This is an optimization exercise on Yosys and OpenROAD, whose aim is small area, a short achievable clock period and few clock cycles per item, not a production implementation. At most, simulation tests tie the RTL to the original design; equivalence was not proved. No activity file was given, so power comes from the tool's default toggle rates.

== old ==
==> module div, before the edit <==
module div(
    input                               clk,
    input                               resetn,
    input                               signed_div_i,
    input   [31:0]                   operand1_i,
    input   [31:0]                   operand2_i,
    input                               start_i,
    input                               annul_i,
    output  reg[63:0]          result_o,
    output  reg                         ready_o
);
localparam S_IDLE = 3'd0;
localparam S_NEG  = 3'd1;
localparam S_NORM = 3'd2;
localparam S_ITER = 3'd3;
localparam S_DONE = 3'd4;
reg [2:0]  state;
reg [31:0] rem;       
reg [32:0] dsr;       
reg [31:0] quo;
reg [4:0]  cnt;
reg [4:0]  lz_a;      
reg [4:0]  lz_b;      
reg        sa;        
reg        sb;        
wire sa_in = signed_div_i & operand1_i[31];
wire sb_in = signed_div_i & operand2_i[31];
wire b_zero = ~|operand2_i;
wire [32:0] b_ext = {sb_in, operand2_i};
wire neg_in = sa_in ^ sb_in;          
genvar k, i;
function [4:0] lzc32;
    input [31:0] v;
    input        s;
    reg [7:0] nz;
    reg [7:0] oh;
    reg [3:0] nb;
    reg [2:0] hi;
    integer n;
    begin
        for (n = 0; n < 8; n = n + 1)
            nz[n] = s ? ~&v[4*n +: 4] : |v[4*n +: 4];
        for (n = 0; n < 8; n = n + 1)
            oh[n] = nz[n] & ~|(nz >> (n + 1));
        nb = 4'd0;
        hi = 3'd0;
        for (n = 0; n < 8; n = n + 1) begin
            nb = nb | ({4{oh[n]}} & v[4*n +: 4]);
            hi = hi | ({3{oh[n]}} & (3'd7 - n[2:0]));
        end
        nb = nb ^ {4{s}};
        lzc32 = {hi, ~nb[3] & ~nb[2], ~nb[3] & (nb[2] | ~nb[1])};
    end
endfunction
wire [31:0] wa = sa_in ? {~operand1_i[30:0], 1'b1} : operand1_i;
wire [31:0] wb = {operand2_i[31:1], ~sb_in};
wire [7:0] nz_a, nz_b, nz_b_above;
generate
    for (k = 0; k < 8; k = k + 1) begin : nib
        assign nz_a[k] = |wa[4*k+3:4*k];
        assign nz_b[k] = sb_in ? ~&wb[4*k+3:4*k] : |wb[4*k+3:4*k];
        if (k == 7) begin : top
            assign nz_b_above[k] = 1'b0;
        end else begin : below
            assign nz_b_above[k] = |nz_b[7:k+1];
        end
    end
endgenerate
wire small_in = ~|(nz_a & ~nz_b_above);
wire [4:0] sg = lz_b & ~lz_a;
wire [4:0] sp = lz_b | ~lz_a;
wire [4:0] sc;      
assign sc[0] = 1'b1;
assign sc[1] = sg[0] | sp[0];
assign sc[2] = sg[1] | sp[1] & (sg[0] | sp[0]);
assign sc[3] = sg[2] | sp[2] & sg[1] | sp[2] & sp[1] & (sg[0] | sp[0]);
assign sc[4] = sg[3] | sp[3] & sg[2] | sp[3] & sp[2] & sg[1]
             | sp[3] & sp[2] & sp[1] & (sg[0] | sp[0]);
wire [4:0] first = (lz_b ^ sc) ^ ~lz_a;
wire        neg_q = sa ^ sb;     
wire        rem_s = sa & rem[31];
wire [33:0] x = {rem_s, rem_s, rem};
wire [33:0] y = ~{dsr[32], dsr};
wire [33:0] g0 = x & y;
wire [33:0] p0 = x | y;
wire [33:0] gg [0:6];
wire [33:0] pp [0:6];
assign gg[0] = g0;
assign pp[0] = p0;
generate
    for (k = 0; k < 6; k = k + 1) begin : ks
        for (i = 0; i < 34; i = i + 1) begin : kb
            if (i >= (1 << k)) begin : comb
                assign gg[k+1][i] = gg[k][i] | (pp[k][i] & gg[k][i - (1 << k)]);
                assign pp[k+1][i] = pp[k][i] & pp[k][i - (1 << k)];
            end else begin : pass
                assign gg[k+1][i] = gg[k][i];
                assign pp[k+1][i] = pp[k][i];
            end
        end
    end
endgenerate
wire [33:0] gt = gg[6];
wire [33:0] pt = pp[6];
wire [33:0] carry = {gt[32:0] | pt[32:0], 1'b1};
wire [33:0] sum = (x ^ carry) ^ y;
wire neg_le = (x[33] ^ gt[32]) ^ y[33];
wire take = sa ? neg_le : ~sum[33];
wire [32:0] sh [0:5];
assign sh[0] = dsr;
generate
    for (k = 0; k < 5; k = k + 1) begin : shs
        assign sh[k+1] = first[k] ? {sh[k][32 - (1 << k):0], {(1 << k){1'b0}}} : sh[k];
    end
endgenerate
always @(*) begin
    result_o = {rem[31:0], quo};
    ready_o  = (state == S_DONE);
end
always @(posedge clk) begin
    lz_a  <= lzc32(wa, 1'b0);
    lz_b  <= lzc32(wb, sb_in);
    sa    <= sa_in;
    sb    <= sb_in;
    case (state)
        S_IDLE:  dsr <= b_ext;
        S_NEG:   dsr <= sum[32:0];      
        S_NORM:  dsr <= sh[5];
        default: dsr <= {dsr[32], dsr[32:1]};
    endcase
    if (state == S_NORM) cnt <= first;
    else                 cnt <= cnt - 5'd1;
    case (state)
        S_IDLE:  quo <= 32'd0;
        S_NEG:   quo <= 32'd0;
        S_NORM:  quo <= {32{neg_q & take}};
        default: quo <= {quo[30:0], take ^ neg_q};
    endcase
    case (state)
        S_IDLE:  rem <= (b_zero | neg_in & ~small_in) ? 32'd0 : operand1_i;
        S_NEG:   rem <= operand1_i;
        S_NORM:  if (take & neg_q) rem <= sum[31:0];
        S_ITER:  if (take) rem <= sum[31:0];
        default: ;
    endcase
    if (resetn == 1'b0) begin
        state <= S_IDLE;
    end else begin
        case (state)
            S_IDLE: begin
                if (start_i && !annul_i) begin
                    if (b_zero | small_in) state <= S_DONE;
                    else if (neg_in)       state <= S_NEG;
                    else                   state <= S_NORM;
                end
            end
            S_NEG:  state <= annul_i ? S_IDLE : S_NORM;
            S_NORM: begin
                if (annul_i)    state <= S_IDLE;
                else if (!take) state <= S_DONE;     
                else            state <= S_ITER;
            end
            S_ITER: begin
                if (annul_i)           state <= S_IDLE;
                else if (cnt == 5'd0)  state <= S_DONE;
            end
            default: state <= S_IDLE;
        endcase
    end
end
endmodule
export LEC_CHECK = 0
export CAP_MARGIN = 20
export CORE_MARGIN = 2
export CORE_UTILIZATION = 55
export CTS_BUF_LIST = sky130_fd_sc_hd__clkbuf_8
export SETUP_SLACK_MARGIN = 1.5
export SLEW_MARGIN = 20
create_clock -name core_clock -period 5.0 [get_ports {clk}]
standard.sh (not shown) runs the stock make flow with config.mk's settings and CLKGATE_MAP_FILE= SYNTH_SCRIPT=/design/flow/synth_recipe.tcl, a recipe that flattens the netlist after the stock synthesis.
==> flow/flow/run.sh <==
#!/bin/bash
# The standard layout, with the ports buffered by buf_2 cells.
set -euo pipefail
bash standard.sh "BUFFER_PORTS_ARGS=-buffer_cell sky130_fd_sc_hd__buf_2" finish > standard_flow.log 2>&1
In summary, old completed successfully, with a layout that passed the timing, design-rule and antenna checks.
Testbench counts of old, summed over its fixed seeds: cycles 71,722, divisions 8,000.
Inputs modified between old and new:
diff --git a/flow/design.v b/flow/design.v
--- a/flow/design.v
+++ b/flow/design.v
@@ -18,14 +18,12 @@
 reg [31:0] rem;       
 reg [32:0] dsr;       
 reg [31:0] quo;
 reg [4:0]  cnt;
 reg [4:0]  lz_a;      
 reg [4:0]  lz_b;      
-reg        sa;        
-reg        sb;        
 wire sa_in = signed_div_i & operand1_i[31];
 wire sb_in = signed_div_i & operand2_i[31];
 wire b_zero = ~|operand2_i;
 wire [32:0] b_ext = {sb_in, operand2_i};
 wire neg_in = sa_in ^ sb_in;          
 genvar k, i;
@@ -74,13 +72,14 @@
 assign sc[1] = sg[0] | sp[0];
 assign sc[2] = sg[1] | sp[1] & (sg[0] | sp[0]);
 assign sc[3] = sg[2] | sp[2] & sg[1] | sp[2] & sp[1] & (sg[0] | sp[0]);
 assign sc[4] = sg[3] | sp[3] & sg[2] | sp[3] & sp[2] & sg[1]
              | sp[3] & sp[2] & sp[1] & (sg[0] | sp[0]);
 wire [4:0] first = (lz_b ^ sc) ^ ~lz_a;
-wire        neg_q = sa ^ sb;     
+wire        sa = sa_in;          
+wire        neg_q = neg_in;      
 wire        rem_s = sa & rem[31];
 wire [33:0] x = {rem_s, rem_s, rem};
 wire [33:0] y = ~{dsr[32], dsr};
 wire [33:0] g0 = x & y;
 wire [33:0] p0 = x | y;
 wire [33:0] gg [0:6];
@@ -117,14 +116,12 @@
     result_o = {rem[31:0], quo};
     ready_o  = (state == S_DONE);
 end
 always @(posedge clk) begin
     lz_a  <= lzc32(wa, 1'b0);
     lz_b  <= lzc32(wb, sb_in);
-    sa    <= sa_in;
-    sb    <= sb_in;
     case (state)
         S_IDLE:  dsr <= b_ext;
         S_NEG:   dsr <= sum[32:0];      
         S_NORM:  dsr <= sh[5];
         default: dsr <= {dsr[32], dsr[32:1]};
     endcase
--- outcome ---
Compared with old, new shows a highest clock frequency the design can meet that is 3.1 MHz lower.
When new is set beside old, its power density of the placed cells turns out to be 1.9% larger.
old → new: non-clock buffer count moved up; number of non-clock inverters in the layout fell 6; largest net degree at the start of global routing moved down; part of the power in combinational logic +3.9 points; clock share of power saw a decrease.
Flop-to-flop setup slack ends up lower on new.
new vs. old: post-synth net total went up 3.6%; met3 layer wire length in the routed design picked up an extra about 17%; power saw an increase; post-route worst setup slack fell by 0.037 ns.
Highest-delay cell along the critical path: sky130_fd_sc_hd__dfxtp_2 -> old, sky130_fd_sc_hd__maj3_1 -> new
Function not checked in new: the RTL went through the layout flow alone.

-- separate check: timing with driven ports --
How much do the figures lean on ideal ports? The routed layouts below were timed once more, with nothing changed but the port constraints. Step 1: set_driving_cell puts a clkbuf_16 on clk and a buf_2 on each other input, an assumption about the parent block. Step 2 moves the port delays by t, midway between the first and last clock arrival at a register: inputs arrive t later, outputs are due t later. That takes back most of the time a late clock gives input paths. Three values: ideal, step 1, step 2; two values: the first two.
run	shift t [ns]	setup WS [ns]	worst setup path after step 2
old	0.495	1.566 / 1.566 / 1.259	input to register
new	0.506	1.529 / 1.529 / 1.092	input to register
After both steps every run listed still meets setup and hold. For new, which loses most, drivers alone change the setup slack by 0.000 ns; drivers and shift together by -0.437 ns.
